This is an optimization exercise on Yosys and OpenROAD, whose aim is small area and a short achievable clock period, not a production implementation. Function was checked by simulation only, so behaviour that the tests miss may differ from the original. Power is estimated from default activity; no workload was simulated.

==> design.v <==
module fifo_mux_2_1(in0, in1, sel, out);
  parameter br = 1;
  parameter bw = 8;
  input [br*bw-1:0] in0;
  input [br*bw-1:0] in1; 
  input sel;
  output [br*bw-1:0] out;
  wire sbar; 
  wire [br*bw-1:0] w1, w2, out;
  genvar i;
  not G01 (sbar, sel);
  for (i=0; i < br*bw ; i=i+1) begin : gen
     and G0  (w1[i], in0[i], sbar);
     and G1  (w2[i], in1[i], sel);
     or  G2  (out[i], w1[i], w2[i]);
  end
 endmodule
module fifo_mux_8_1 (out, sel, in0, in1, in2, in3, in4, in5, in6, in7 );
  parameter bw = 4;
  parameter br = 1;
  input  [2:0 ] sel ;
  input  [br*bw-1:0] in0;
  input  [br*bw-1:0] in1;
  input  [br*bw-1:0] in2;
  input  [br*bw-1:0] in3;
  input  [br*bw-1:0] in4;
  input  [br*bw-1:0] in5;
  input  [br*bw-1:0] in6;
  input  [br*bw-1:0] in7;
  output [br*bw-1:0] out;
  wire   [br*bw-1:0] out_sub0_0, out_sub0_1, out_sub0_2, out_sub0_3 ;
  wire   [br*bw-1:0] out_sub1_0, out_sub1_1 ;
 fifo_mux_2_1 #(.bw(bw),.br(br)) fifo_mux_2_1a (.in0(in0), .in1(in1), .sel(sel[0]), .out(out_sub0_0));
 fifo_mux_2_1 #(.bw(bw),.br(br)) fifo_mux_2_1b (.in0(in2), .in1(in3), .sel(sel[0]), .out(out_sub0_1));
 fifo_mux_2_1 #(.bw(bw),.br(br)) fifo_mux_2_1c (.in0(in4), .in1(in5), .sel(sel[0]), .out(out_sub0_2));
 fifo_mux_2_1 #(.bw(bw),.br(br)) fifo_mux_2_1d (.in0(in6), .in1(in7), .sel(sel[0]), .out(out_sub0_3));
 fifo_mux_2_1 #(.bw(bw),.br(br)) fifo_mux_2_1e (.in0(out_sub0_0), .in1(out_sub0_1), .sel(sel[1]), .out(out_sub1_0));
 fifo_mux_2_1 #(.bw(bw),.br(br)) fifo_mux_2_1f (.in0(out_sub0_2), .in1(out_sub0_3), .sel(sel[1]), .out(out_sub1_1));
 fifo_mux_2_1 #(.bw(bw),.br(br)) fifo_mux_2_1g (.in0(out_sub1_0), .in1(out_sub1_1), .sel(sel[2]), .out(out));
endmodule
module fifo_depth8 (rd_clk, wr_clk, in, out, rd, wr, o_full, o_empty, reset);
  parameter br = 1;
  parameter bw = 4;
  parameter simd = 1;
  parameter lrf_depth = 1;
  input  rd_clk;
  input  wr_clk;
  input  rd;
  input  wr;
  input  reset;
  output o_full;
  output o_empty;
  input  [br*simd*bw-1:0] in;
  output [br*simd*bw-1:0] out;
  wire full, empty;
  reg [3:0] rd_ptr;
  reg [3:0] wr_ptr;
  reg [br*simd*bw-1:0] q0;
  reg [br*simd*bw-1:0] q1;
  reg [br*simd*bw-1:0] q2;
  reg [br*simd*bw-1:0] q3;
  reg [br*simd*bw-1:0] q4;
  reg [br*simd*bw-1:0] q5;
  reg [br*simd*bw-1:0] q6;
  reg [br*simd*bw-1:0] q7;
 assign empty = (wr_ptr == rd_ptr) ? 1'b1 : 1'b0 ;
 assign full  = ((wr_ptr[2:0] == rd_ptr[2:0]) && (wr_ptr[3] != rd_ptr[3])) ? 1'b1 : 1'b0;
 assign o_full  = full;
 assign o_empty = empty;
  fifo_mux_8_1 #(.bw(bw)) fifo_mux_16_1a (.in0(q0), .in1(q1), .in2(q2), .in3(q3), .in4(q4), .in5(q5), .in6(q6), .in7(q7),
                        	                        .sel(rd_ptr[2:0]), .out(out));
 always @ (posedge rd_clk) begin
   if (reset) begin
      rd_ptr <= 4'b0000;
   end
   else if ((rd == 1) && (empty == 0)) begin
      rd_ptr <= rd_ptr + 1;
   end
 end
 always @ (posedge wr_clk) begin
   if (reset) begin
      wr_ptr <= 4'b0000;
   end
   else begin 
      if ((wr == 1) && (full == 0)) begin
        wr_ptr <= wr_ptr + 1;
      end
      if (wr == 1) begin
        case (wr_ptr[2:0])
         3'b000   :    q0  <= in ;
         3'b001   :    q1  <= in ;
         3'b010   :    q2  <= in ;
         3'b011   :    q3  <= in ;
         3'b100   :    q4  <= in ;
         3'b101   :    q5  <= in ;
         3'b110   :    q6  <= in ;
         3'b111   :    q7  <= in ;
        endcase
      end
   end
 end
endmodule
module exp_lut (clk, wr, out, in, lut_in, reset);
parameter bw = 8;
output [bw-1:0] out ;
input  [bw-1:0] lut_in;
input  [bw/2-1:0] in;
input  clk;
input  wr;
input  reset;
reg	[bw-1:0] lut_q0;
reg	[bw-1:0] lut_q1;
reg	[bw-1:0] lut_q2;
reg	[bw-1:0] lut_q3;
reg	[bw-1:0] lut_q4;
reg	[bw-1:0] lut_q5;
reg	[bw-1:0] lut_q6;
reg	[bw-1:0] lut_q7;
reg	[bw-1:0] lut_q8;
reg	[bw-1:0] lut_q9;
reg	[bw-1:0] lut_q10;
reg	[bw-1:0] lut_q11;
reg	[bw-1:0] lut_q12;
reg	[bw-1:0] lut_q13;
reg	[bw-1:0] lut_q14;
reg	[bw-1:0] lut_q15;
assign out = (in == 0) ? lut_q0 : 
   (in == 1) ?	lut_q1	:
   (in == 2) ?	lut_q2	:
   (in == 3) ?	lut_q3	:
   (in == 4) ?	lut_q4	:
   (in == 5) ?	lut_q5	:
   (in == 6) ?	lut_q6	:
   (in == 7) ?	lut_q7	:
   (in == 8) ?	lut_q8	:
   (in == 9) ?	lut_q9	:
   (in == 10) ?	lut_q10	:
   (in == 11) ?	lut_q11	:
   (in == 12) ?	lut_q12	:
   (in == 13) ?	lut_q13	:
   (in == 14) ?	lut_q14	:
   	        lut_q15 ; 	
always @ (posedge clk) begin
 if (wr) begin
   lut_q0   <= lut_in;
   lut_q1   <= lut_q0	;
   lut_q2   <= lut_q1	;
   lut_q3   <= lut_q2	;
   lut_q4   <= lut_q3	;
   lut_q5   <= lut_q4	;
   lut_q6   <= lut_q5	;
   lut_q7   <= lut_q6	;
   lut_q8   <= lut_q7	;
   lut_q9   <= lut_q8	;
   lut_q10  <= lut_q9	;
   lut_q11  <= lut_q10	;
   lut_q12  <= lut_q11	;
   lut_q13  <= lut_q12	;
   lut_q14  <= lut_q13	;
   lut_q15  <= lut_q14	;
  end
end
endmodule
`timescale 1ns/1ps
module softmax (clk, out, in, lut_wr, execute, fetch, reset, mode);
parameter bw  = 8;
parameter col = 8;
input mode;
input  [col*bw-1:0] in;
input  clk;
input  execute;
input  [1:0] lut_wr;
input  reset, fetch;
output [col*bw-1:0] out;
reg  [63:0]  in_q;
reg  [1:0]   wr_q;
reg          mode_q, exe_q;
reg  [127:0] hi_t;
reg  [127:0] lo_t;
reg  [511:0] fq;           
reg  [13:0]  sum_q;
reg          any_q, many_q;    
reg  [63:0]  out_q;
reg  [3:0]   cnt;          
reg  [2:0]   fcnt;         
reg          div_start;
reg  [111:0] rem_q;
reg  [47:0]  quo_q;
reg push_q, sen_q, sclr_q, oen_q;
reg busy_a, busy_na, busy_b, busy_nb;
reg dsel_a, dsel_na;
wire m0 = ~mode_q;
wire m1 = mode_q;
wire push_n = (m0 & exe_q & (cnt == 4'd0)) |
              (m1 & (cnt >= 4'd1) & (cnt <= 4'd8)) |
              (m1 & fetch & (fcnt == 3'd0));
wire sen_n  = (m0 & exe_q & (cnt == 4'd1)) |
              (m1 & (cnt >= 4'd2) & (cnt <= 4'd9));
wire sclr_n = (m0 & exe_q & (cnt == 4'd1)) |
              (m1 & (cnt == 4'd2));
wire busy_n = (m0 & exe_q & ((cnt == 4'd3) | (cnt == 4'd4) | (cnt == 4'd0))) |
              (m1 & fetch & (fcnt <= 3'd2));
wire oen_n  = (m0 & exe_q & div_start & (cnt == 4'd0)) |
              (m1 & fetch & (fcnt == 3'd2));
wire [63:0] e_vec;
reg  [10:0] tsum;
integer k;
always @(*) begin
   tsum = 11'd0;
   for (k = 0; k < 8; k = k + 1)
      tsum = tsum + fq[8*k +: 8];
end
wire [7:0] nzl;
genvar n;
for (n = 0; n < 8; n = n + 1) begin : nz
   assign nzl[n] = |fq[8*n +: 8];
end
reg c2;
integer m, u;
always @(*) begin
   c2 = 1'b0;
   for (m = 0; m < 8; m = m + 1)
      for (u = m + 1; u < 8; u = u + 1)
         c2 = c2 | (nzl[m] & nzl[u]);
end
wire c1 = |nzl;
wire one = any_q & ~many_q;     
wire [111:0] rem_n;
wire [47:0]  quo_n;
wire [63:0]  res;
genvar i, j, c;
for (i = 0; i < 8; i = i + 1) begin : lane
   wire [3:0] a = in_q[8*i+7 : 8*i+4];
   wire [3:0] b = in_q[8*i+3 : 8*i];
   wire [7:0] h = hi_t[8*a +: 8];
   wire [7:0] l = lo_t[8*b +: 8];
   wire [7:0] ps [0:7];     
   wire [7:0] pc [0:7];     
   assign ps[0] = h & {8{l[0]}};
   assign pc[0] = 8'd0;
   for (j = 1; j < 8; j = j + 1) begin : row
      for (c = 0; c < 8; c = c + 1) begin : col
         wire x = h[c] & l[j];
         wire y = (c < 7) ? ps[j-1][c+1] : 1'b0;
         wire z = pc[j-1][c];
         assign ps[j][c] = x ^ y ^ z;
         assign pc[j][c] = (x & y) | (z & (x ^ y));
      end
   end
   wire [7:0] fs, fc;
   for (c = 0; c < 8; c = c + 1) begin : fin
      assign fs[c] = (c < 7) ? ps[7][c+1] : 1'b0;
      assign fc[c] = pc[7][c];
   end
   assign e_vec[8*i +: 8] = fs + fc;
   wire        dsel = (i < 4) ? dsel_a : ~dsel_na;
   wire        busy = (i < 2) ? busy_a : (i < 4) ? ~busy_na :
                      (i < 6) ? busy_b : ~busy_nb;
   wire [7:0]  d  = dsel ? fq[448+8*i +: 8] : fq[8*i +: 8];
   wire [13:0] rs = busy ? rem_q[14*i +: 14] : {6'd0, d};
   wire [15:0] d1 = {1'b0, rs, 1'b0} - {2'b0, sum_q};
   wire        q1 = ~d1[15];
   wire [13:0] r1 = q1 ? d1[13:0] : {rs[12:0], 1'b0};
   wire [15:0] d2 = {1'b0, r1, 1'b0} - {2'b0, sum_q};
   wire        q2 = ~d2[15];
   wire [13:0] r2 = q2 ? d2[13:0] : {r1[12:0], 1'b0};
   assign rem_n[14*i +: 14] = r2;
   assign quo_n[6*i +: 6]   = {quo_q[6*i +: 4], q1, q2};
   assign res[8*i +: 8]     = {quo_q[6*i +: 6], q1, q2} & {8{~one}};
end
assign out = out_q;
always @(posedge clk) begin
   in_q   <= in;
   wr_q   <= lut_wr;
   mode_q <= mode;
   dsel_a  <= mode;
   dsel_na <= ~mode;
   busy_b  <= busy_n;
   busy_nb <= ~busy_n;
   if (wr_q[1]) hi_t <= {hi_t[63:0], in_q};
   if (wr_q[0]) lo_t <= {lo_t[63:0], in_q};
   if (push_q) fq <= {fq[447:0], e_vec};
   if (sen_q) begin
      sum_q  <= (sclr_q ? 14'd0 : sum_q) + {3'd0, tsum};
      any_q  <= (~sclr_q & any_q) | c1;
      many_q <= (~sclr_q & (many_q | (any_q & c1))) | c2;
   end
   rem_q <= rem_n;
   quo_q <= quo_n;
   if (oen_q) out_q <= res;
end
always @(posedge clk) begin
   if (reset) begin
      exe_q     <= 1'b0;
      cnt       <= 4'd0;
      fcnt      <= 3'd0;
      div_start <= 1'b0;
      push_q    <= 1'b0;
      sen_q     <= 1'b0;
      sclr_q    <= 1'b0;
      busy_a    <= 1'b0;
      busy_na   <= 1'b1;
      oen_q     <= 1'b0;
   end
   else begin
      exe_q  <= execute;
      push_q <= push_n;
      sen_q  <= sen_n;
      sclr_q <= sclr_n;
      busy_a  <= busy_n;
      busy_na <= ~busy_n;
      oen_q  <= oen_n;
      if (m0) begin
         if (exe_q) begin
            cnt <= (cnt == 4'd4) ? 4'd0 : cnt + 4'd1;
            if (cnt == 4'd2) div_start <= 1'b1;
         end
      end
      else begin
         if (exe_q || cnt != 4'd0)
            cnt <= (cnt == 4'd12) ? 4'd0 : cnt + 4'd1;
      end
      if (!exe_q)
         div_start <= 1'b0;
      if (fetch)
         fcnt <= (fcnt == 3'd4) ? 3'd0 : fcnt + 3'd1;
      else
         fcnt <= 3'd0;
   end
end
endmodule
==> flow/run.sh <==
#!/bin/bash
# The standard layout, with stronger port buffers than the flow's default
# choice (a delay cell), so that the output ports are driven by a plain buffer.
set -euo pipefail
export BUFFER_PORTS_ARGS="-buffer_cell sky130_fd_sc_hd__buf_4"
bash standard.sh > standard.log 2>&1
==> standard.sh <==
#!/bin/bash
# synth_recipe.tcl (not shown) runs the flow's synth.tcl, then flattens the netlist and writes it again
# the make line also repeats each setting of config.mk as NAME=value (left out here)
make -C /OpenROAD-flow-scripts/flow DESIGN_CONFIG=/design/flow/config.mk WORK_HOME=/design/flow/orfs CLKGATE_MAP_FILE= SYNTH_SCRIPT=/design/flow/synth_recipe.tcl "${@:-finish}"
==> config.mk <==
export PLATFORM = sky130hd
export DESIGN_NAME = softmax
export DESIGN_NICKNAME = softmax
export VERILOG_FILES = /design/flow/design.v
export SDC_FILE = /design/flow/constraint.sdc
export NUM_CORES = 4
export LEC_CHECK = 0
export CAP_MARGIN = 40
export CORE_MARGIN = 2
export CORE_UTILIZATION = 65
export CTS_CLUSTER_DIAMETER = 100
export CTS_CLUSTER_SIZE = 24
export SLEW_MARGIN = 60
==> constraint.sdc <==
create_clock -name core_clock -period 33.0 [get_ports {clk}]
set_input_delay 6.6000 -clock core_clock [delete_from_list [all_inputs] [get_ports {clk}]]
set_output_delay 6.6000 -clock core_clock [all_outputs]
set_load 0.01 [all_outputs]
==> results of run 1 <==
-- stage by stage --
stage	area [µm²]	hold WS [ps]	power, mW	utilization [%]	instances
floorplan	74400	323.0	6.587	-	5645
global placement	77160	326.0	7.632	67.75	7177
detailed placement	77730	328.1	7.821	68.25	7194
CTS	79530	349.4	8.683	69.83	7302
global route	79660	355.4	9.536	69.95	7307
finish	79660	345.1	8.650	69.95	7307
-- Yosys cell counts, types with 28 or more instances --
cell type,count
fa_1,359
mux4_2,616
edfxtp_1,848
nand3_1,38
dfxtp_1,245
buf_1,41
buf_2,52
nor2_1,379
ha_1,383
xnor2_1,135
a21oi_1,250
mux2_2,126
nor2b_1,117
xor2_1,59
inv_1,501
o21a_1,68
mux2i_1,112
nand2_1,318
and2_1,217
a211oi_1,28
nand2b_1,45
a21o_1,52
o21bai_1,37
nor3_1,46
o21ai_0,165
clkbuf_1,102
-- worst min path at each step --
stage / slack [ps] / cells past startpoint / start / endpoint
finish: 350 / 0 / quo_q[21] / quo_q[23]
global route: 360 / 0 / quo_q[0] / quo_q[2]
CTS: 350 / 0 / quo_q[20] / quo_q[22]
detailed placement: 330 / 0 / quo_q[2] / quo_q[4]
global placement: 330 / 0 / quo_q[13] / quo_q[15]
floorplan: 320 / 0 / quo_q[8] / quo_q[10]
-- worst register-to-register path, cell delays in order, from the launching register on --
cell and delay [ps]:
dfxtp_2 680, buf_4 380, mux4_2 340, mux4_2 680, and2_1 250, ha_1 290, fa_1 540, fa_1 450
fa_1 510, fa_1 560, fa_1 440, ha_1 230, a2111oi_1 470, a21oi_1 180, ha_1 240, inv_1 80
fa_1 210, inv_1 50, a21o_1 150, a21oi_1 210, o21bai_1 90, a21oi_1 180, xnor2_1 80
-- power breakdown --
group / switching [mW] / total, mW / internal, mW
sequential: 0.212 / 2.20 / 1.99
combinational: 3.08 / 5.64 / 2.56
clock: 0.469 / 0.813 / 0.343
total: 3.76 / 8.65 / 4.89
-- registers in the layout, indices dropped and copies added, names as in the netlist, 2 cells and up --
| register | cells |
|---|---|
| fcnt | 3 |
| fq | 512 |
| wr_q | 2 |
| sum_q | 14 |
| in_q | 64 |
| quo_q | 48 |
| cnt | 4 |
| rem_q | 112 |
| out_q | 64 |
| hi_t | 128 |
| lo_t | 128 |
-- cell families (layout without fill, tap and decap cells) --
kind of cell,after synthesis,after routing,synth area share [%]
compound gates,786,786,6.742
xor+xnor,194,194,2.284
fa+ha+maj,745,745,16.14
buf+inv,711,861,3.715
flops,1093,1093,40.82
mux,858,858,22.14
simple gates,1258,1258,8.160
-- layout make-up --
| type | count | area [µm²] |
|---|---|---|
| multi-input combinational | 3841 | 41380 |
| fill | 7940 | 34220 |
| sequential | 1093 | 30440 |
| timing repair buffer | 242 | 2231 |
| inverter | 511 | 1918 |
| tap | 1512 | 1892 |
| clock buffer | 90 | 1572 |
| clock inverter | 18 | 226.5 |
-- per-layer routing --
layer  share of wire (%)  global-route usage [%]  up-vias
li1                    -                       -    21240
met1                  38                   43.45    23720
met2                  46                   51.40     2314
met3                 8.9                   5.898      455
met4                 6.6                   17.22        0
met5                   0                       0        -
==> qor.yml, run 1 <==
run_status:
  status: "complete, no violations"
yosys:
  synth_flop_cell: "edfxtp_1"
  synth_fp_nets: 6458
  synth.distinct_cells: 86
  yosys.area.top_type_share_pct: 34.23
  synth_area_leaders: "edfxtp_1 (34%), mux4_2 (19%), fa_1 (9.7%)"
  yosys_warnings: 1
  synth_seq_cells: 1093
  synthArstFlopShare_pct: 0
  syn_area_um2: 74400
  ys_seq_area_share_pct: 40.82
  yosysTopAreaCell: "edfxtp_1"
  synth_edf_count: 848
  synth_cells: 5645
  avgSynthCellArea_um2: 13.18
sta:
  rsz0062_at_grt: "no"
  clock_skew_ps: 42.11
  final.setup.worst_slack_ps: 25120
  tns_ps: 0
  clock.fmax_mhz: 126.9
  slew_viol_final: 0
  hold_viol_final: 0
  relSlewSlack_pct: 58.55
  setup_viol: 0
  period_share_pct: 23.87
  tightest_slew_ps: 621.8
  finalCriticalPeriod_ps: 7878
floorplanning:
  die_h_um: 342.3
  die-area_um2: 117200
  die_w_um: 342.3
  placementRows: 124
  io_pins: 135
  core_um2: 113900
  initial_core_util_pct: 65.33
clock_tree:
  cts_tree: "yes"
  insertion_delay_ps: 730
  cts_hold_buf: 0
  cts_setup_buffers: 0
  htreeDepth: 2
  clk_path_buf_depth: 3
  cts_buffers: 57
  cts_root_buf: "clkbuf_16"
  cts_sinks: 1093
  clk_pin_slew_ps: 100
  ctsResizeCount: 0
power:
  ir_worst_vdd_mv: 0.2131
  leakage_nw: 30.98
  power_density_nw_per_um2: 108.6
global_routing:
  overflow: 0
  grt_pass1_vias: 47440
  antenna_found_initial: 1
  grt_max_degree: 86
  grtUsageTotal_pct: 32.52
  grt_pass1_wl_mm: 286.8
hold_path:
  hold_class: "reg -> reg"
drt:
  firstDrtPassIters: 7
  ant_nets: 0
  drt-total-wl_mm: 187.2
  wire_per_inst_um: 25.62
  via_per_inst: 6.531
  drc_errors: 0
  drtIter0Drc: 5084
  vias: 47730
worst_setup_path:
  r2r-start: "in_q[61]"
  cp-start-kind: "flip-flop"
  cp-end-kind: "output pin"
  crit_buf_inv: 1
  rrSetupSlack_ps: 25480
  critPathTopFamily: "flip-flops"
  slowest_stage: "edfxtp_1"
  crit_start: "out_q[11]"
  critPathMaxStageDelay_ps: 410
  r2r-end: "fq[62]"
  path_cells: "buf_4"
  crit_fanout: 1
  path_depth: 1
  cp.arrival_ps: 1280
  reg2reg_depth: 22
  critPathCapture: "out[11]"
  path_class: "reg -> out"
  worstPathRequired_ps: 26400
cells_and_area:
  drive_above_1_share_pct: 20.03
  layout_common_cells: "edfxtp_1 (848), mux4_2 (616), inv_1 (501), ha_1 (383), nor2_1 (379)"
  syn_to_final_growth_pct: 7.061
  finalNetCount: 6559
  final_common_cell: "edfxtp_1"
  n_antenna_cell: 0
placement:
  dp_slack_ps: 25520
  gp_congestion: 0.9453
  port_buffers: 134
  hpwlAfterDp_mm: 134.9
run:
  maxCapViolCount: 0
==> run 2, diff against run 1 <==
--- a/config.mk
+++ b/config.mk
@@ -10,4 +10,4 @@
 export CORE_UTILIZATION = 65
 export CTS_CLUSTER_DIAMETER = 100
 export CTS_CLUSTER_SIZE = 24
-export SLEW_MARGIN = 60
+export SLEW_MARGIN = 40
==> qor.yml, run 2 <==
run_status:
  status: "complete, no violations"
cells_and_area:
  largest_reg_flops: 512  # unchanged
  n_antenna_cell: 0  # unchanged
  reg.largest.list: "fq x512, hi_t x128, lo_t x128"
  multiInputGateArea_um2: 41310  # -0.15%
  layout_common_cells: "edfxtp_1 (848), mux4_2 (616), inv_1 (501), ha_1 (383), nor2_1 (379)"
  final_common_cell: "edfxtp_1"
  largest_register: "fq"
  final_core_util_pct: 69.41  # -0.54 points
  seqCellArea_um2: 30430  # about the same
  drive_above_1_share_pct: 19.42  # -0.61 points
  syn_to_final_growth_pct: 6.239
  fill_cells: 7954  # +0.18%
  finalNetCount: 6538  # -0.32%
sta:
  tightest_slew_ps: 982.3  # +360.5 ps
  setup_viol: 0  # unchanged
  hold_viol_final: 0  # unchanged
  period_share_pct: 23.85  # about the same
  slew_viol_final: 0  # unchanged
  rsz0062_at_grt: "no"
  relSlewSlack_pct: 34.42  # -24 points
  clock.fmax_mhz: 127.0  # about the same
  tns_ps: 0  # unchanged
  clock_skew_ps: 39.06  # -3.043 ps
  finalCriticalPeriod_ps: 7872  # -6.500 ps
power:
  ir_worst_vdd_mv: 0.2246  # +5.4%
  power_density_nw_per_um2: 109.0  # +0.35%
  leakage_nw: 30.73  # -0.80%
global_routing:
  grtUsageTotal_pct: 32.40  # -0.13 points
  overflow: 0  # unchanged
  antenna_found_initial: 2  # +1
  grt_pass1_wl_mm: 285.5  # -0.43%
  grt_pass1_vias: 47200  # -0.50%
  grt_max_degree: 90  # +4.7%
drt:
  drc_errors: 0  # unchanged
  firstDrtPassIters: 6  # -1
  via_per_inst: 6.560  # +0.43%
  ant_nets: 0  # unchanged
  drtIter0Drc: 5236  # +3.0%
  vias: 47770  # +0.10%
  drt-total-wl_mm: 187.0  # -0.14%
  wire_per_inst_um: 25.67  # +0.19%
floorplanning:
  die_h_um: 342.3  # unchanged
  initial_core_util_pct: 65.33  # unchanged
  placementRows: 124  # unchanged
  die_w_um: 342.3  # unchanged
  die-area_um2: 117200  # unchanged
  io_pins: 135  # unchanged
  core_um2: 113900  # unchanged
worst_setup_path:
  cp-start-kind: "flip-flop"
  worstPathRequired_ps: 26400  # about the same
  cp.arrival_ps: 1270  # about the same
  slowest_stage: "edfxtp_1"
  cp-end-kind: "output pin"
  critPathMaxStageDelay_ps: 410  # about the same
  path_cells: "buf_4"
  crit_buf_inv: 1  # unchanged
  critPathTopFamily: "flip-flops"
  crit_fanout: 1  # unchanged
  path_class: "reg -> out"
yosys:
  synth.distinct_cells: 86  # unchanged
  yosys_warnings: 1  # unchanged
  syn_area_um2: 74400  # unchanged
  synthTopCellsByCount: "edfxtp_1 (848), mux4_2 (616), inv_1 (501), ha_1 (383), nor2_1 (379)"
  synthArstFlopShare_pct: 0  # unchanged
  synth_edf_count: 848  # unchanged
  synth_area_leaders: "edfxtp_1 (34%), mux4_2 (19%), fa_1 (9.7%)"
  synth_flop_cell: "edfxtp_1"
  synth_fp_nets: 6458  # unchanged
  ys_seq_area_share_pct: 40.82  # unchanged
  synth.most_common_cell: "edfxtp_1"
  avgSynthCellArea_um2: 13.18  # unchanged
  synth_seq_cells: 1093  # unchanged
  yosys.area.top_type_share_pct: 34.23  # unchanged
  yosysTopAreaCell: "edfxtp_1"
  synth_cells: 5645  # unchanged
clock_tree:
  cts_hold_buf: 0  # unchanged
  insertion_delay_ps: 740  # about the same
  cts_tree: "yes"
  cts_root_buf: "clkbuf_16"
  cts_sinks: 1093  # unchanged
  cts_setup_buffers: 0  # unchanged
  ctsResizeCount: 0  # unchanged
  htreeDepth: 2  # unchanged
  cts_buffers: 55  # -3.5%
  clk_path_buf_depth: 3  # unchanged
  clk_pin_slew_ps: 90  # about the same
run:
  maxCapViolCount: 0  # unchanged
placement:
  hpwlAfterDp_mm: 133.3  # -1.1%
  gp_congestion: 0.9453  # unchanged
  port_buffers: 134  # unchanged
hold_path:
  hold_class: "reg -> reg"
-- run 2: cell count changes in the layout (fill, tap and decap cells not counted), moves of 4 or more --
cell and delta:
buf_8 -6, buf_16 -9, dfxtp_1 +4, buf_6 -6
buf_4 +12, buf_12 -7
-- run 2: kinds of logic after synthesis --
family,Yosys count,synth area share [%]
AND/OR/NAND/NOR,1258,8.160
flip-flops,1093,40.82
multiplexers,858,22.14
AO/OA/AOI/OAI,786,6.742
adder cells (fa/ha/maj),745,16.14
buffers and inverters,711,3.715
XOR/XNOR,194,2.284
-- run 2: layout make-up --
cell class | count | area share, %
Multi-Input combinational cell | 3841 | 52.27
Sequential cell | 1093 | 38.50
Inverter | 511 | 2.427
Tap cell | 1512 | 2.393
Timing Repair Buffer | 223 | 2.194
Clock buffer | 86 | 1.928
Clock inverter | 17 | 0.2976
-- run 2: worst paths after layout --
check | start | endpoint | slack, ps | depth (start not counted)
max | out_q[11] | out[11] | 25130 | 1
min | quo_q[32] | quo_q[34] | 350 | 0
min reg2reg | quo_q[32] | quo_q[34] | 350 | 0
max reg2reg | in_q[24] | fq[30] | 25500 | 26
-- run 2: through the flow --
step	total power, mW	hold slack [ps]	setup WS, ps	std cells	cell area [µm²]
global route	9.498	354.7	24910	7283	79040
global placement	7.632	326.0	25480	7177	77160
detailed placement	7.827	328.1	25350	7179	77250
CTS	8.651	349.9	25050	7282	79010
finish	8.613	348.7	25130	7283	79040
floorplan	6.587	323.0	20570	5645	74400
-- run 2: worst reg2reg max path, delay by kind of cell, from the launching register on --
family	cells	cell delay, ps
AO/OA/AOI/OAI	7	1270
XOR/XNOR	1	80
adder cells (fa/ha/maj)	9	3370
buffers and inverters	5	820
flip-flops	1	380
multiplexers	3	1240
AND/OR/NAND/NOR	1	80
-- run 2: power by group --
part	internal, mW	switching [mW]	leakage, nW
Clock	0.342	0.460	0.839
Combinational	2.54	3.06	19.8
Sequential	1.99	0.219	10.1
-- run 2: layer usage --
| layer | vias up | global-route usage, % | wire length [µm] |
|---|---|---|---|
| met5 | - | 0 | 14 |
| met4 | 2 | 16.39 | 12130 |
| li1 | 21160 | - | - |
| met2 | 2402 | 51.94 | 87340 |
| met1 | 23710 | 43.43 | 70920 |
| met3 | 496 | 5.143 | 16570 |
==> run 3, diff against run 2 <==
--- a/config.mk
+++ b/config.mk
@@ -5,7 +5,7 @@
 export SDC_FILE = /design/flow/constraint.sdc
 export NUM_CORES = 4
 export LEC_CHECK = 0
-export CAP_MARGIN = 40
+export CAP_MARGIN = 20
 export CORE_MARGIN = 2
 export CORE_UTILIZATION = 65
 export CTS_CLUSTER_DIAMETER = 100
==> qor.yml, run 3 <==
worst_setup_path:
  critPathTopFamily: "flip-flops"
  crit_buf_inv: 1  # unchanged
  worstPathRequired_ps: 26400  # about the same
  cp-end-kind: "output pin"
  critPathMaxStageDelay_ps: 410  # about the same
  crit_fanout: 1  # unchanged
  path_cells: "buf_4"
  cp-start-kind: "flip-flop"
  slowest_stage: "edfxtp_1"
  path_class: "reg -> out"
  cp.arrival_ps: 1270  # about the same
  reg2reg_depth: 26  # unchanged
  rrSetupSlack_ps: 25500  # about the same
  r2r-start: "in_q[24]"
  r2r-end: "fq[30]"
clock_tree:
  clk_path_buf_depth: 3  # unchanged
  insertion_delay_ps: 740  # about the same
  htreeDepth: 2  # unchanged
  cts_buffers: 55  # unchanged
  ctsResizeCount: 0  # unchanged
  cts_sinks: 1093  # unchanged
  cts_root_buf: "clkbuf_16"
  clk_pin_slew_ps: 90  # about the same
  cts_setup_buffers: 0  # unchanged
  cts_hold_buf: 0  # unchanged
  cts_tree: "yes"
yosys:
  syn_area_um2: 74400  # unchanged
  synthTopCellsByCount: "edfxtp_1 (848), mux4_2 (616), inv_1 (501), ha_1 (383), nor2_1 (379)"
  synth_seq_cells: 1093  # unchanged
  synthArstFlopShare_pct: 0  # unchanged
  synth_flop_cell: "edfxtp_1"
  synth.distinct_cells: 86  # unchanged
  yosys_warnings: 1  # unchanged
  yosys.area.top_type_share_pct: 34.23  # unchanged
  synth_fp_nets: 6458  # unchanged
  synth_cells: 5645  # unchanged
  ys_seq_area_share_pct: 40.82  # unchanged
  synth_area_leaders: "edfxtp_1 (34%), mux4_2 (19%), fa_1 (9.7%)"
  synth_edf_count: 848  # unchanged
  synth.most_common_cell: "edfxtp_1"
  avgSynthCellArea_um2: 13.18  # unchanged
  yosysTopAreaCell: "edfxtp_1"
cells_and_area:
  largest_register: "fq"
  n_antenna_cell: 0  # unchanged
  finalNonFillerCells: 7283  # unchanged
  drive_above_1_share_pct: 19.42  # unchanged
  final_common_cell: "edfxtp_1"
  finalNetCount: 6538  # unchanged
  layout_common_cells: "edfxtp_1 (848), mux4_2 (616), inv_1 (501), ha_1 (383), nor2_1 (379)"
  syn_to_final_growth_pct: 6.239  # unchanged
  final_core_util_pct: 69.41  # unchanged
  largest_reg_flops: 512  # unchanged
  reg.largest.list: "fq x512, hi_t x128, lo_t x128"
power:
  ir_worst_vdd_mv: 0.2246  # unchanged
  clock_power_share_pct: 9.3  # about the same
  netSwitchingPower_mw: 3.739  # unchanged
  p_comb_share_pct: 65.1  # about the same
  leakage_nw: 30.73  # unchanged
  p_int_mw: 4.874  # unchanged
  power.total_mw: 8.613  # unchanged
  power_density_nw_per_um2: 109.0  # unchanged
  swShare_pct: 43.41  # unchanged
  pwr-share-seq_pct: 25.6  # about the same
global_routing:
  grt_max_degree: 90  # unchanged
  antenna_found_initial: 2  # unchanged
  grt_pass1_wl_mm: 285.5  # unchanged
  overflow: 0  # unchanged
  grtUsageTotal_pct: 32.40  # unchanged
  grt_pass1_vias: 47200  # unchanged
sta:
  period_share_pct: 23.85  # unchanged
  tightest_slew_ps: 982.3  # unchanged
  hold_viol_final: 0  # unchanged
  slew_viol_final: 0  # unchanged
  tns_ps: 0  # unchanged
  clock_skew_ps: 39.06  # unchanged
  finalCriticalPeriod_ps: 7872  # unchanged
  relSlewSlack_pct: 34.42  # unchanged
  setup_viol: 0  # unchanged
  clock.fmax_mhz: 127.0  # unchanged
  rsz0062_at_grt: "no"
drt:
  drtIter0Drc: 5236  # unchanged
  vias: 47770  # unchanged
  firstDrtPassIters: 6  # unchanged
  via_per_inst: 6.560  # unchanged
  wire_per_inst_um: 25.67  # unchanged
  drt-total-wl_mm: 187.0  # unchanged
  ant_nets: 0  # unchanged
  drc_errors: 0  # unchanged
hold_path:
  hold_class: "reg -> reg"
  hold_end: "quo_q[34]"
  min_from: "quo_q[32]"
  holdPathStages: 0  # unchanged
floorplanning:
  io_pins: 135  # unchanged
  die_h_um: 342.3  # unchanged
  initial_core_util_pct: 65.33  # unchanged
  core_um2: 113900  # unchanged
  die-area_um2: 117200  # unchanged
  die_w_um: 342.3  # unchanged
  placementRows: 124  # unchanged
placement:
  gp_congestion: 0.9453  # unchanged
  hpwlAfterDp_mm: 133.3  # unchanged
  port_buffers: 134  # unchanged
  dpl.cell_count: 7179  # unchanged
run:
  maxCapViolCount: 0  # unchanged
run_status:
  status: "complete, no violations"
## run 3: worst max-delay path by stage
stage / startpoint / to / slack (ps) / cells after the start
6_report: out_q[11] / out[11] / 25130 / 1
5_1_grt: in_q[16] / fq[23] / 24910 / 25
4_1_cts: out_q[11] / out[11] / 25050 / 1
3_5_place_dp: in_q[61] / fq[62] / 25350 / 22
3_3_place_gp: in_q[4] / fq[6] / 25480 / 23
2_1_floorplan: push_q / fq[0] / 20570 / 0
## run 3: final cells by class
type                    instances  area (µm²)
repair buffers                223        1734
clock inverters                17       235.2
fillers                      7954       34840
well taps                    1512        1892
flip-flops and latches       1093       30430
multi-input cells            3841       41310
clock buffers                  86        1524
inverters                     511        1918
## run 3: cells by family (layout without fill, tap and decap cells)
| logic type | after synthesis | after routing | synth area share (%) |
|---|---|---|---|
| AO/OA/AOI/OAI | 786 | 786 | 6.742 |
| AND/OR/NAND/NOR | 1258 | 1258 | 8.160 |
| adder cells (fa/ha/maj) | 745 | 745 | 16.14 |
| buffers and inverters | 711 | 837 | 3.715 |
| multiplexers | 858 | 858 | 22.14 |
| flip-flops | 1093 | 1093 | 40.82 |
| XOR/XNOR | 194 | 194 | 2.284 |
## run 3: power by group through the flow
stage	registers [mW]	clock network, mW	logic [mW]
6_report	2.21	0.802	5.60
5_1_grt	2.23	0.862	6.41
4_1_cts	2.21	0.820	5.62
3_5_place_dp	2.24	0	5.59
3_3_place_gp	2.23	0	5.40
2_1_floorplan	2.17	0	4.42
## run 3: stage by stage
step	hold WS, ps	setup WS [ps]	cell area, µm²
global placement	326.0	25480	77160
CTS	349.9	25050	79010
floorplan	323.0	20570	74400
global route	354.7	24910	79040
finish	348.7	25130	79040
detailed placement	328.1	25350	77250
## run 3: metal layers
metal | global-route usage, % | share of wire, % | vias up
li1 | - | - | 21160
met1 | 43.43 | 38 | 23710
met2 | 51.94 | 47 | 2402
met3 | 5.143 | 8.9 | 496
met4 | 16.39 | 6.5 | 2
met5 | 0 | 0.0075 | -
==> run 4, diff against run 3 <==
--- a/config.mk
+++ b/config.mk
@@ -5,9 +5,9 @@
 export SDC_FILE = /design/flow/constraint.sdc
 export NUM_CORES = 4
 export LEC_CHECK = 0
-export CAP_MARGIN = 20
+export CAP_MARGIN = 40
 export CORE_MARGIN = 2
-export CORE_UTILIZATION = 65
+export CORE_UTILIZATION = 72
 export CTS_CLUSTER_DIAMETER = 100
 export CTS_CLUSTER_SIZE = 24
 export SLEW_MARGIN = 40
==> qor.yml, run 4 <==
floorplanning:
  die-area_um2: 105900  # -9.6%
  initial_core_util_pct: 72.81  # +7.5 points
  io_pins: 135  # unchanged
  placementRows: 117  # -5.6%
  die_h_um: 325.5  # -4.9%
  die_w_um: 325.5  # -4.9%
  core_um2: 102200  # -10%
sta:
  rsz0062_at_grt: "no"
  finalCriticalPeriod_ps: 7851  # -21.50 ps
  clock.fmax_mhz: 127.4  # +0.27%
  tightest_slew_ps: 866.2  # -116.1 ps
  hold_viol_final: 0  # unchanged
  tns_ps: 0  # unchanged
  setup_viol: 0  # unchanged
  period_share_pct: 23.79  # -0.065 points
  slew_viol_final: 0  # unchanged
  relSlewSlack_pct: 42.25  # +7.8 points
  clock_skew_ps: 37.82  # -1.248 ps
worst_setup_path:
  cp-start-kind: "flip-flop"
  rrSetupSlack_ps: 25270  # -230 ps
  r2r-start: "in_q[16]"
  critPathMaxStageDelay_ps: 390  # -20 ps
  critPathTopFamily: "flip-flops"
  path_depth: 1  # unchanged
  crit_buf_inv: 1  # unchanged
  slowest_stage: "edfxtp_1"
  crit_start: "out_q[10]"
  cp-end-kind: "output pin"
  reg2reg_depth: 25  # -3.8%
  path_class: "reg -> out"
  crit_fanout: 1  # unchanged
  worstPathRequired_ps: 26400  # about the same
  cp.arrival_ps: 1250  # -20 ps
  path_cells: "buf_4"
  r2r-end: "fq[23]"
yosys:
  yosys_warnings: 1  # unchanged
  synth_area_leaders: "edfxtp_1 (34%), mux4_2 (19%), fa_1 (9.7%)"
  synth_cells: 5645  # unchanged
  synth-simple-area-share_pct: 8.160  # unchanged
  synth_compound_area_share_pct: 6.742  # unchanged
  synth_seq_cells: 1093  # unchanged
  avgSynthCellArea_um2: 13.18  # unchanged
  synth_top_family_by_area: "multiplexers"
  synth.area.mux_share_pct: 22.14  # unchanged
  synth.distinct_cells: 86  # unchanged
  synth.most_common_cell: "edfxtp_1"
  synth_flop_cell: "edfxtp_1"
  synthArstFlopShare_pct: 0  # unchanged
  synth_edf_count: 848  # unchanged
  ys_seq_area_share_pct: 40.82  # unchanged
  synth-xor-area-share_pct: 2.284  # unchanged
  yosysTopAreaCell: "edfxtp_1"
  yosys.area.top_type_share_pct: 34.23  # unchanged
  syn_area_um2: 74400  # unchanged
  synthTopCellsByCount: "edfxtp_1 (848), mux4_2 (616), inv_1 (501), ha_1 (383), nor2_1 (379)"
  yosys.area_share.adder_pct: 16.14  # unchanged
  synth_fp_nets: 6458  # unchanged
global_routing:
  grtUsageTotal_pct: 36.05  # +3.7 points
  overflow: 0  # unchanged
  grt_pass1_vias: 49050  # +3.9%
  grt_pass1_wl_mm: 287.7  # +0.77%
  antenna_found_initial: 2  # unchanged
  grt_max_degree: 121  # +34%
run:
  maxCapViolCount: 0  # unchanged
cells_and_area:
  final_common_cell: "edfxtp_1"
  largest_reg_flops: 512  # unchanged
  multiInputGateArea_um2: 41310  # about the same
  fin_area_um2: 78810  # -0.29%
  final_core_util_pct: 77.13  # +7.7 points
  fill_cells: 6230  # -22%
  seqCellArea_um2: 30420  # about the same
  layout_common_cells: "edfxtp_1 (848), mux4_2 (616), inv_1 (501), ha_1 (383), nor2_1 (379)"
  drive_above_1_share_pct: 19.40  # -0.024 points
  reg.largest.list: "fq x512, hi_t x128, lo_t x128"
  largest_register: "fq"
  finalNetCount: 6540  # +0.031%
  syn_to_final_growth_pct: 5.928
clock_tree:
  cts_hold_buf: 0  # unchanged
  cts_buffers: 54  # -1.8%
  insertion_delay_ps: 730  # about the same
  cts_setup_buffers: 0  # unchanged
  clk_pin_slew_ps: 100  # about the same
  cts_sinks: 1093  # unchanged
  cts_root_buf: "clkbuf_16"
  cts_tree: "yes"
  clk_path_buf_depth: 3  # unchanged
  htreeDepth: 2  # unchanged
  ctsResizeCount: 0  # unchanged
drt:
  vias: 48630  # +1.8%
  drt-total-wl_mm: 188.7  # +0.93%
  ant_nets: 0  # unchanged
  via_per_inst: 6.807  # +3.8%
  drtIter0Drc: 5238  # +0.038%
  drc_errors: 0  # unchanged
  firstDrtPassIters: 6  # unchanged
  wire_per_inst_um: 26.42  # +2.9%
power:
  p_int_mw: 4.877  # about the same
  netSwitchingPower_mw: 3.855  # +3.1%
  p_comb_share_pct: 65.9  # +0.8 points
  power_density_nw_per_um2: 110.8  # +1.7%
  leakage_nw: 30.71  # about the same
  swShare_pct: 44.15  # +0.74 points
  ir_worst_vdd_mv: 0.2196  # -2.2%
  pwr-share-seq_pct: 25.2  # -0.4 points
  clock_power_share_pct: 8.9  # -0.4 points
hold_path:
  hold_class: "reg -> reg"
  hold_end: "quo_q[20]"
  holdPathStages: 0  # unchanged
  min_from: "quo_q[18]"
placement:
  hpwlAfterDp_mm: 132.0  # -1.0%
  port_buffers: 134  # unchanged
  placedInstanceArea_um2: 77110  # -0.19%
  gp_congestion: 0.9541  # +0.93%
run_status:
  status: "complete, no violations"
## run 4: worst max path at each step
stage	end
floorplan	fq[0]
global placement	fq[6]
detailed placement	fq[38]
CTS	out[58]
global route	fq[23]
finish	out[10]
## run 4: final cells by class
cell class                      count  share of cell area (%)
Tap cell                         1368                   2.172
Multi-Input combinational cell   3841                   52.41
Inverter                          511                   2.434
Sequential cell                  1093                   38.60
Clock inverter                     14                  0.2143
Antenna cell                        2                0.006350
Clock buffer                       88                   1.918
Timing Repair Buffer              226                   2.245
## run 4: power by group through the flow
| stage | sequential, mW | clock [mW] | combinational, mW |
|---|---|---|---|
| final | 2.20 | 0.775 | 5.75 |
| after global routing | 2.22 | 0.828 | 6.54 |
| after CTS | 2.20 | 0.785 | 5.74 |
| after detailed placement | 2.23 | 0 | 5.68 |
| after global placement | 2.22 | 0 | 5.44 |
| after floorplan | 2.17 | 0 | 4.42 |
## run 4: stage by stage
stage                     power [mW]  instances  setup slack, ps  hold WS (ps)
after global routing           9.590       7141            24850         353.4
after CTS                      8.722       7141            25100         344.5
after detailed placement       7.911       7039            25340         328.3
after global placement         7.658       7036            25390         325.3
after floorplan                6.587       5645            20570         323.0
final                          8.732       7143            25150         340.6
## run 4: logic make-up after synthesis
group | count (synthesis)
flip-flops | 1093
XOR/XNOR | 194
AO/OA/AOI/OAI | 786
buffers and inverters | 711
AND/OR/NAND/NOR | 1258
adder cells (fa/ha/maj) | 745
multiplexers | 858
## run 4: metal layers
| metal | track usage [%] | vias up | wire length [µm] |
|---|---|---|---|
| met5 | 0 | - | 0 |
| met4 | 21.22 | 0 | 13730 |
| met3 | 8.263 | 617 | 19480 |
| met2 | 57.74 | 2814 | 88910 |
| met1 | 45.51 | 24030 | 66600 |
| li1 | - | 21160 | - |
==> run 5, diff against run 4 <==
--- a/config.mk
+++ b/config.mk
@@ -9,5 +9,5 @@
 export CORE_MARGIN = 2
 export CORE_UTILIZATION = 72
 export CTS_CLUSTER_DIAMETER = 100
-export CTS_CLUSTER_SIZE = 24
+export CTS_CLUSTER_SIZE = 16
 export SLEW_MARGIN = 40
==> qor.yml, run 5 <==
run_status:
  status: "complete, no violations"
placement:
  dp_slack_ps: 25340  # unchanged
  gp_congestion: 0.9541  # unchanged
  hpwlAfterDp_mm: 132.0  # unchanged
  placedInstanceArea_um2: 77110  # unchanged
  port_buffers: 134  # unchanged
  dpl.cell_count: 7039  # unchanged
cells_and_area:
  reg.largest.list: "fq x512, hi_t x128, lo_t x128"
  drive_above_1_share_pct: 19.57  # +0.17 points
  finalNonFillerCells: 7178  # +0.49%
  final_common_cell: "edfxtp_1"
  fin_area_um2: 79500  # +0.87%
  fill_cells: 6173  # -0.91%
  syn_to_final_growth_pct: 6.853
  multiInputGateArea_um2: 41310  # unchanged
  seqCellArea_um2: 30420  # about the same
  layout_common_cells: "edfxtp_1 (848), mux4_2 (616), inv_1 (501), ha_1 (383), nor2_1 (379)"
  final_core_util_pct: 77.80  # +0.67 points
  finalNetCount: 6565  # +0.38%
  largest_reg_flops: 512  # unchanged
  largest_register: "fq"
drt:
  wire_per_inst_um: 26.60  # +0.69%
  top_layer: "met4"
  firstDrtPassIters: 7  # +1
  drt-total-wl_mm: 191.0  # +1.2%
  met1_length_mm: 66.95  # +0.52%
  wl_met2_mm: 88.81  # -0.11%
  vias: 48830  # +0.43%
  wl_met3_mm: 19.90  # +2.2%
  via_per_inst: 6.803  # about the same
  ant_nets: 0  # unchanged
  drtIter0Drc: 5295  # +1.1%
  drc_errors: 0  # unchanged
sta:
  final.setup.worst_slack_ps: 25160  # +9.300 ps
  setup_viol: 0  # unchanged
  slew_viol_final: 0  # unchanged
  finalCriticalPeriod_ps: 7841  # -9.300 ps
  fin_hold_ws_ps: 344.1  # +3.519 ps
  relSlewSlack_pct: 36.31  # -5.9 points
  period_share_pct: 23.76  # -0.028 points
  hold_viol_final: 0  # unchanged
  tightest_slew_ps: 954.1  # +87.85 ps
  rsz0062_at_grt: "no"
  clock_skew_ps: 52.44  # +14.63 ps
  tns_ps: 0  # unchanged
  clock.fmax_mhz: 127.5  # +0.12%
floorplanning:
  io_pins: 135  # unchanged
  initial_core_util_pct: 72.81  # unchanged
  placementRows: 117  # unchanged
  die_h_um: 325.5  # unchanged
  die_w_um: 325.5  # unchanged
  die-area_um2: 105900  # unchanged
  core_um2: 102200  # unchanged
worst_setup_path:
  crit_fanout: 1  # unchanged
  path_cells: "buf_4"
  worstPathRequired_ps: 26400  # about the same
  crit_buf_inv: 1  # unchanged
  cp-end-kind: "output pin"
  path_class: "reg -> out"
  cp-start-kind: "flip-flop"
  critPathMaxStageDelay_ps: 380  # about the same
  rrSetupSlack_ps: 25330  # +60 ps
  slowest_stage: "edfxtp_1"
  critPathTopFamily: "flip-flops"
  cp.arrival_ps: 1240  # about the same
global_routing:
  overflow: 0  # unchanged
  grtUsageTotal_pct: 36.68  # +0.63 points
  antenna_found_initial: 2  # unchanged
  grt_max_degree: 121  # unchanged
  grt_pass1_vias: 49670  # +1.3%
  grt_pass1_wl_mm: 291.8  # +1.4%
power:
  power_density_nw_per_um2: 112.7  # +1.7%
  power.total_mw: 8.959  # +2.6%
  leakage_nw: 31.03  # +1.0%
  ir_worst_vdd_mv: 0.2306  # +5.0%
clock_tree:
  cts_setup_buffers: 0  # unchanged
  clk_pin_slew_ps: 70  # -30 ps
  cts_tree: "yes"
  cts_root_buf: "clkbuf_16"
  cts_buffers: 79  # +46%
  cts_hold_buf: 0  # unchanged
  cts_sinks: 1093  # unchanged
  insertion_delay_ps: 720  # about the same
  clk_path_buf_depth: 3  # unchanged
  ctsResizeCount: 0  # unchanged
  htreeDepth: 3  # +1
yosys:
  syn_area_um2: 74400  # unchanged
  synth_seq_cells: 1093  # unchanged
  avgSynthCellArea_um2: 13.18  # unchanged
  synth.distinct_cells: 86  # unchanged
  synth.most_common_cell: "edfxtp_1"
  yosys.area.top_type_share_pct: 34.23  # unchanged
  synthArstFlopShare_pct: 0  # unchanged
  synthTopCellsByCount: "edfxtp_1 (848), mux4_2 (616), inv_1 (501), ha_1 (383), nor2_1 (379)"
  synth_fp_nets: 6458  # unchanged
  ys_seq_area_share_pct: 40.82  # unchanged
  synth_edf_count: 848  # unchanged
  yosys_warnings: 1  # unchanged
  synth_cells: 5645  # unchanged
  synth_flop_cell: "edfxtp_1"
  yosysTopAreaCell: "edfxtp_1"
  synth_area_leaders: "edfxtp_1 (34%), mux4_2 (19%), fa_1 (9.7%)"
run:
  maxCapViolCount: 0  # unchanged
hold_path:
  hold_class: "reg -> reg"
[run 5: changes by cell type in the layout (fill, tap and decap cells not counted), sizes merged]
cell,before,now
bufinv,0,1
clkbuf,88,129
clkinv,9,5
clkinvlp,1,0
diode,2,1
inv,515,514
[run 5: kinds of logic after synthesis]
logic type / Yosys count / share of synthesized area [%]
buf+inv: 711 / 3.715
flops: 1093 / 40.82
mux: 858 / 22.14
xor+xnor: 194 / 2.284
fa+ha+maj: 745 / 16.14
simple gates: 1258 / 8.160
compound gates: 786 / 6.742
[run 5: final cells by class]
cell class | count | share of cell area, %
clock inverter | 9 | 0.2487
tap | 1368 | 2.153
multi-input combinational | 3841 | 51.96
clock buffer | 129 | 2.735
inverter | 511 | 2.413
antenna | 1 | 0.003148
timing repair buffer | 226 | 2.225
sequential | 1093 | 38.26
[run 5: final timing paths]
check             from        to  cells after the start
min reg2reg   quo_q[6]  quo_q[8]                      0
max reg2reg   in_q[36]    fq[38]                     26
max          out_q[10]   out[10]                      1
min           quo_q[6]  quo_q[8]                      0
[run 5: routing by layer]
layer	vias up	track usage (%)
li1	21200	-
met1	24060	46.16
met2	2875	57.83
met3	695	8.311
met4	0	24.00
met5	-	0.2717
[run 5: report_power, final]
part           internal, mW  switching [mW]  total [mW]
clock                 0.467           0.493       0.960
combinational          2.57            3.22        5.79
sequential             1.99           0.216        2.21
==> run 6, diff against run 5 <==
--- a/config.mk
+++ b/config.mk
@@ -8,6 +8,6 @@
 export CAP_MARGIN = 40
 export CORE_MARGIN = 2
 export CORE_UTILIZATION = 72
-export CTS_CLUSTER_DIAMETER = 100
-export CTS_CLUSTER_SIZE = 16
+export CTS_CLUSTER_DIAMETER = 60
+export CTS_CLUSTER_SIZE = 30
 export SLEW_MARGIN = 40
==> qor.yml, run 6 <==
run_status:
  status: "complete, no violations"
cells_and_area:
  drive_above_1_share_pct: 20.79  # +1.2 points
  largest_reg_flops: 512  # unchanged
  finalNetCount: 6573  # +0.12%
  reg.largest.list: "fq x512, hi_t x128, lo_t x128"
  final_core_util_pct: 78.84  # +1.0 points
  layout_common_cells: "edfxtp_1 (848), mux4_2 (616), inv_1 (501), ha_1 (383), nor2_1 (379)"
  largest_register: "fq"
  syn_to_final_growth_pct: 8.282
  final_common_cell: "edfxtp_1"
yosys:
  yosysTopAreaCell: "edfxtp_1"
  synth_seq_cells: 1093  # unchanged
  synth.most_common_cell: "edfxtp_1"
  synth_area_leaders: "edfxtp_1 (34%), mux4_2 (19%), fa_1 (9.7%)"
  ys_seq_area_share_pct: 40.82  # unchanged
  synth_edf_count: 848  # unchanged
  synth_fp_nets: 6458  # unchanged
  avgSynthCellArea_um2: 13.18  # unchanged
  synth_flop_cell: "edfxtp_1"
  synthArstFlopShare_pct: 0  # unchanged
  yosys_warnings: 1  # unchanged
  syn_area_um2: 74400  # unchanged
  synth_cells: 5645  # unchanged
  yosys.area.top_type_share_pct: 34.23  # unchanged
  synth.distinct_cells: 86  # unchanged
  synthTopCellsByCount: "edfxtp_1 (848), mux4_2 (616), inv_1 (501), ha_1 (383), nor2_1 (379)"
global_routing:
  grt_max_degree: 121  # unchanged
  grt_pass1_wl_mm: 293.0  # +0.38%
  overflow: 0  # unchanged
  antenna_found_initial: 3  # +1
  grt_pass1_vias: 49700  # +0.062%
  grtUsageTotal_pct: 36.78  # +0.10 points
worst_setup_path:
  worstPathRequired_ps: 26400  # about the same
  crit_buf_inv: 1  # unchanged
  cp-start-kind: "flip-flop"
  rrSetupSlack_ps: 25340  # about the same
  crit_fanout: 1  # unchanged
  path_class: "reg -> out"
  reg2reg_depth: 26  # unchanged
  critPathMaxStageDelay_ps: 380  # about the same
  path_cells: "buf_4"
  critPathTopFamily: "flip-flops"
  cp-end-kind: "output pin"
  r2r-end: "fq[38]"
  cp.arrival_ps: 1250  # about the same
  slowest_stage: "edfxtp_1"
  r2r-start: "in_q[36]"
floorplanning:
  placementRows: 117  # unchanged
  die_h_um: 325.5  # unchanged
  core_um2: 102200  # unchanged
  die_w_um: 325.5  # unchanged
  io_pins: 135  # unchanged
  initial_core_util_pct: 72.81  # unchanged
  die-area_um2: 105900  # unchanged
sta:
  tns_ps: 0  # unchanged
  slew_viol_final: 0  # unchanged
  tightest_slew_ps: 868.6  # -85.43 ps
  finalCriticalPeriod_ps: 7849  # +7.700 ps
  clock.fmax_mhz: 127.4  # about the same
  period_share_pct: 23.78  # about the same
  fin_hold_ws_ps: 335.3  # -8.801 ps
  relSlewSlack_pct: 42.01  # +5.7 points
  setup_viol: 0  # unchanged
  rsz0062_at_grt: "no"
  hold_viol_final: 0  # unchanged
  clock_skew_ps: 51.01  # -1.431 ps
drt:
  firstDrtPassIters: 6  # -1
  vias: 49070  # +0.49%
  via_per_inst: 6.810  # about the same
  drc_errors: 0  # unchanged
  ant_nets: 0  # unchanged
  drt-total-wl_mm: 192.0  # +0.52%
  wire_per_inst_um: 26.64  # +0.13%
  drtIter0Drc: 5113  # -3.4%
clock_tree:
  cts_hold_buf: 0  # unchanged
  cts_sinks: 1093  # unchanged
  cts_setup_buffers: 0  # unchanged
  htreeDepth: 3  # unchanged
  cts_buffers: 87  # +10%
  insertion_delay_ps: 720  # about the same
  cts_root_buf: "clkbuf_16"
  clk_path_buf_depth: 3  # unchanged
  ctsResizeCount: 0  # unchanged
  cts_tree: "yes"
  clk_pin_slew_ps: 80  # about the same
placement:
  hpwlAfterDp_mm: 132.0  # unchanged
  gp_congestion: 0.9541  # unchanged
  port_buffers: 134  # unchanged
hold_path:
  hold_end: "quo_q[20]"
  hold_class: "reg -> reg"
  min_from: "quo_q[18]"
  holdPathStages: 0  # unchanged
run:
  maxCapViolCount: 0  # unchanged
power:
  leakage_nw: 31.55  # +1.7%
  ir_worst_vdd_mv: 0.2169  # -6.0%
  power_density_nw_per_um2: 114.6  # +1.7%
==> run 6: cell counts after synthesis <==
No cell type changed its count.
==> run 6: stage by stage <==
stage / std cells / power [mW] / setup slack (ps) / cell area (µm²)
2_1_floorplan: 5645 / 6.587 / 20570 / 74400
3_3_place_gp: 7036 / 7.658 / 25390 / 77010
3_5_place_dp: 7039 / 7.911 / 25340 / 77110
4_1_cts: 7203 / 9.223 / 25100 / 80540
5_1_grt: 7203 / 10.07 / 24880 / 80560
6_report: 7206 / 9.235 / 25150 / 80560
==> run 6: final cells by class <==
type / count / area (µm²)
Fill cell: 5963 / 21620
Clock buffer: 91 / 2277
Antenna cell: 3 / 7.507
Inverter: 511 / 1918
Clock inverter: 73 / 1152
Multi-Input combinational cell: 3841 / 41310
Tap cell: 1368 / 1712
Sequential cell: 1093 / 30420
Timing Repair Buffer: 226 / 1769
==> run 6: cell families after synthesis <==
| logic type | count (synthesis) | share of synthesized area, % |
|---|---|---|
| AOI/OAI and AO/OA | 786 | 6.742 |
| buffers and inverters | 711 | 3.715 |
| and+or+nand+nor | 1258 | 8.160 |
| muxes | 858 | 22.14 |
| adders and majority gates | 745 | 16.14 |
| xor gates and xnor gates | 194 | 2.284 |
| DFF | 1093 | 40.82 |
==> run 6: how the worst max path moves through the flow <==
stage                         start       to  slack [ps]  depth (start not counted)
final                     out_q[59]  out[59]       25150                          1
after global routing       in_q[16]   fq[23]       24880                         25
after CTS                 out_q[60]  out[60]       25100                          1
after detailed placement   in_q[36]   fq[38]       25340                         26
after global placement      in_q[4]    fq[6]       25390                         23
after floorplan              push_q    fq[0]       20570                          0
==> run 6: metal layers <==
metal	GRT usage [%]	up-vias	part of all wire [%]
met5	0	-	0.019
met4	23.14	6	7.6
li1	-	21290	-
met3	8.488	707	10
met1	45.95	24170	35
met2	58.68	2899	47
==> run 6: where the power goes <==
part           leakage, nW  internal (mW)  total [mW]  switching (mW)
logic                 19.8           2.58        5.82            3.24
clock network         1.64          0.595        1.21           0.614
registers             10.1           1.99        2.21           0.219
==> run 7, diff against run 6 <==
==> flow/run.sh (replaced) <==
#!/bin/bash
# The standard layout, with stronger port buffers than the flow's default
# choice (a delay cell), so that the output ports are driven by a plain buffer.
set -euo pipefail
export BUFFER_PORTS_ARGS="-buffer_cell sky130_fd_sc_hd__buf_6"
bash standard.sh > standard.log 2>&1
--- a/config.mk
+++ b/config.mk
@@ -8,6 +8,6 @@
 export CAP_MARGIN = 40
 export CORE_MARGIN = 2
 export CORE_UTILIZATION = 72
-export CTS_CLUSTER_DIAMETER = 60
-export CTS_CLUSTER_SIZE = 30
+export CTS_CLUSTER_DIAMETER = 100
+export CTS_CLUSTER_SIZE = 24
 export SLEW_MARGIN = 40
==> qor.yml, run 7 <==
hold_path:
  holdPathStages: 0  # unchanged
  hold_class: "reg -> reg"
  min_from: "quo_q[8]"
  hold_end: "quo_q[10]"
worst_setup_path:
  critPathMaxStageDelay_ps: 400  # +20 ps
  cp-end-kind: "output pin"
  crit_fanout: 1  # unchanged
  r2r-end: "fq[14]"
  worstPathRequired_ps: 26400  # about the same
  cp-start-kind: "flip-flop"
  r2r-start: "in_q[8]"
  crit_buf_inv: 1  # unchanged
  path_class: "reg -> out"
  slowest_stage: "edfxtp_1"
  reg2reg_depth: 26  # unchanged
  cp.arrival_ps: 1260  # about the same
  critPathTopFamily: "flip-flops"
  rrSetupSlack_ps: 25410  # +70 ps
  path_cells: "buf_6"
drt:
  via_per_inst: 6.841  # +0.46%
  ant_nets: 0  # unchanged
  wire_per_inst_um: 26.49  # -0.54%
  drtIter0Drc: 5448  # +6.6%
  vias: 48860  # -0.43%
  drt-total-wl_mm: 189.2  # -1.4%
  drc_errors: 0  # unchanged
  firstDrtPassIters: 6  # unchanged
yosys:
  yosys_warnings: 1  # unchanged
  synth-xor-area-share_pct: 2.284  # unchanged
  synth_flop_cell: "edfxtp_1"
  synth_compound_area_share_pct: 6.742  # unchanged
  synth_edf_count: 848  # unchanged
  avgSynthCellArea_um2: 13.18  # unchanged
  synth.distinct_cells: 86  # unchanged
  synth_top_family_by_area: "multiplexers"
  synth.most_common_cell: "edfxtp_1"
  synth_area_leaders: "edfxtp_1 (34%), mux4_2 (19%), fa_1 (9.7%)"
  synth.area.mux_share_pct: 22.14  # unchanged
  yosysTopAreaCell: "edfxtp_1"
  yosys.area_share.adder_pct: 16.14  # unchanged
  synth-simple-area-share_pct: 8.160  # unchanged
  synthArstFlopShare_pct: 0  # unchanged
  synth_fp_nets: 6458  # unchanged
  synth_cells: 5645  # unchanged
  ys_seq_area_share_pct: 40.82  # unchanged
  syn_area_um2: 74400  # unchanged
  synthTopCellsByCount: "edfxtp_1 (848), mux4_2 (616), inv_1 (501), ha_1 (383), nor2_1 (379)"
  yosys.area.top_type_share_pct: 34.23  # unchanged
  synth_seq_cells: 1093  # unchanged
sta:
  period_share_pct: 23.81  # about the same
  hold_viol_final: 0  # unchanged
  finalCriticalPeriod_ps: 7856  # +6.800 ps
  rsz0062_at_grt: "no"
  tns_ps: 0  # unchanged
  setup_viol: 0  # unchanged
  clock_skew_ps: 30.02  # -20.99 ps
  fin_hold_ws_ps: 347.8  # +12.43 ps
  relSlewSlack_pct: 37.31  # -4.7 points
  slew_viol_final: 0  # unchanged
  clock.fmax_mhz: 127.3  # about the same
  tightest_slew_ps: 939.0  # +70.38 ps
floorplanning:
  initial_core_util_pct: 72.81  # unchanged
  die_w_um: 325.5  # unchanged
  die-area_um2: 105900  # unchanged
  core_um2: 102200  # unchanged
  placementRows: 117  # unchanged
  die_h_um: 325.5  # unchanged
  io_pins: 135  # unchanged
cells_and_area:
  finalNonFillerCells: 7142  # -0.89%
  syn_to_final_growth_pct: 6.587
  fill_cells: 6318  # +6.0%
  fin_area_um2: 79300  # -1.6%
  largest_reg_flops: 512  # unchanged
  final_common_cell: "edfxtp_1"
  reg.largest.list: "fq x512, hi_t x128, lo_t x128"
  finalNetCount: 6542  # -0.47%
  largest_register: "fq"
  layout_common_cells: "edfxtp_1 (848), mux4_2 (616), inv_1 (504), ha_1 (383), nor2_1 (379)"
  drive_above_1_share_pct: 19.35  # -1.4 points
global_routing:
  grt_pass1_wl_mm: 289.6  # -1.2%
  grtUsageTotal_pct: 36.23  # -0.55 points
  overflow: 0  # unchanged
  grt_max_degree: 80  # -34%
  antenna_found_initial: 2  # -1
  grt_pass1_vias: 48830  # -1.7%
power:
  leakage_nw: 30.89  # -2.1%
  netSwitchingPower_mw: 3.923  # -3.7%
  p_int_mw: 4.909  # -4.9%
  power.total_mw: 8.832  # -4.4%
  ir_worst_vdd_mv: 0.2993  # +38%
  clock_power_share_pct: 8.9  # -4.2 points
  swShare_pct: 44.42  # +0.31 points
  power_density_nw_per_um2: 111.4  # -2.8%
  pwr-share-seq_pct: 25.0  # +1.1 points
  p_comb_share_pct: 66.1  # +3.1 points
placement:
  dpl.cell_count: 7041  # +0.028%
  gp_congestion: 0.9570  # +0.30%
  placedInstanceArea_um2: 77590  # +0.63%
  hpwlAfterDp_mm: 134.1  # +1.6%
  port_buffers: 134  # unchanged
clock_tree:
  cts_tree: "yes"
  cts_hold_buf: 0  # unchanged
  cts_buffers: 54  # -38%
  clk_path_buf_depth: 3  # unchanged
  ctsResizeCount: 0  # unchanged
  clk_pin_slew_ps: 100  # +20 ps
  cts_root_buf: "clkbuf_16"
  insertion_delay_ps: 720  # about the same
  htreeDepth: 2  # -1
  cts_setup_buffers: 0  # unchanged
  cts_sinks: 1093  # unchanged
run:
  maxCapViolCount: 0  # unchanged
run_status:
  status: "complete, no violations"
## run 7: cell counts after synthesis
No cell type changed its count.
## run 7: how the worst max path moves through the flow
stage | startpoint | end | cells after the start
CTS | out_q[16] | out[16] | 1
global placement | in_q[52] | fq[54] | 22
finish | out_q[18] | out[18] | 1
floorplan | push_q | fq[0] | 0
detailed placement | in_q[8] | fq[14] | 26
global route | in_q[44] | fq[47] | 25
## run 7: cell type report
| class | instances | area (µm²) | area share [%] |
|---|---|---|---|
| Clock buffer | 86 | 1513 | 1.908 |
| Tap cell | 1368 | 1712 | 2.158 |
| Multi-Input combinational cell | 3841 | 41310 | 52.09 |
| Sequential cell | 1093 | 30420 | 38.36 |
| Inverter | 511 | 1918 | 2.419 |
| Clock inverter | 14 | 163.9 | 0.2067 |
| Timing Repair Buffer | 228 | 2270 | 2.862 |
| Antenna cell | 1 | 2.502 | 0.003156 |
## run 7: kinds of logic after synthesis
logic type | Yosys count
buf+inv | 711
xor+xnor | 194
flops | 1093
fa+ha+maj | 745
compound gates | 786
mux | 858
simple gates | 1258
## run 7: routing by layer
metal | GRT usage, % | up-vias | wire length [µm] | part of all wire (%)
met4 | 22.45 | 0 | 14780 | 7.8
met5 | 0 | - | 0 | 0
met3 | 8.238 | 642 | 20570 | 11
met2 | 57.14 | 2997 | 88060 | 47
li1 | - | 21190 | - | -
met1 | 46.18 | 24030 | 65810 | 35
## run 7: power by group through the flow
stage	clock, mW	sequential (mW)	combinational, mW
floorplan	0	2.17	4.42
global placement	0	2.23	5.43
detailed placement	0	2.23	5.78
CTS	0.795	2.20	5.83
global route	0.839	2.23	6.59
finish	0.784	2.21	5.84
## run 7: metrics by stage
step | setup slack [ps] | utilization [%]
final | 25140 | 77.61
after global routing | 24990 | 77.61
after CTS | 25080 | 77.58
after detailed placement | 25460 | 75.93
after global placement | 25570 | 75.87
after floorplan | 20570 | -

[static timing again, ports no longer ideal]
The flow's constraints put no driver on any port. The routed layouts listed below were extracted and timed again, unchanged, in two steps.
Step 1 assumes that a clkbuf_16 drives the clock port and a buf_2 every other input.
Step 2 also shifts input and output timing later by t, the mid clock arrival at the registers, as if the neighbouring blocks saw the same clock.
Three values: ideal, step 1, step 2; two values: the first two.
run	t (ns)	setup WS [ns]	worst setup path at the end	latest minus earliest clock arrival (ns)	pins driven straight from the clock port
run 1	0.783	25.121 / 25.045 / 25.480	register to register	0.042 / 0.042	1
run 2	0.798	25.128 / 25.047 / 25.505	register to register	0.044 / 0.044	1
run 3	0.798	25.128 / 25.047 / 25.505	register to register	0.044 / 0.044	1
run 4	0.788	25.150 / 25.069 / 25.274	register to register	0.038 / 0.038	1
run 5	0.774	25.159 / 25.077 / 25.331	register to register	0.054 / 0.053	1
run 6	0.776	25.151 / 25.070 / 25.341	register to register	0.056 / 0.055	1
run 7	0.787	25.144 / 25.063 / 25.415	register to register	0.032 / 0.032	1
After both steps setup and hold are still met in every run listed.
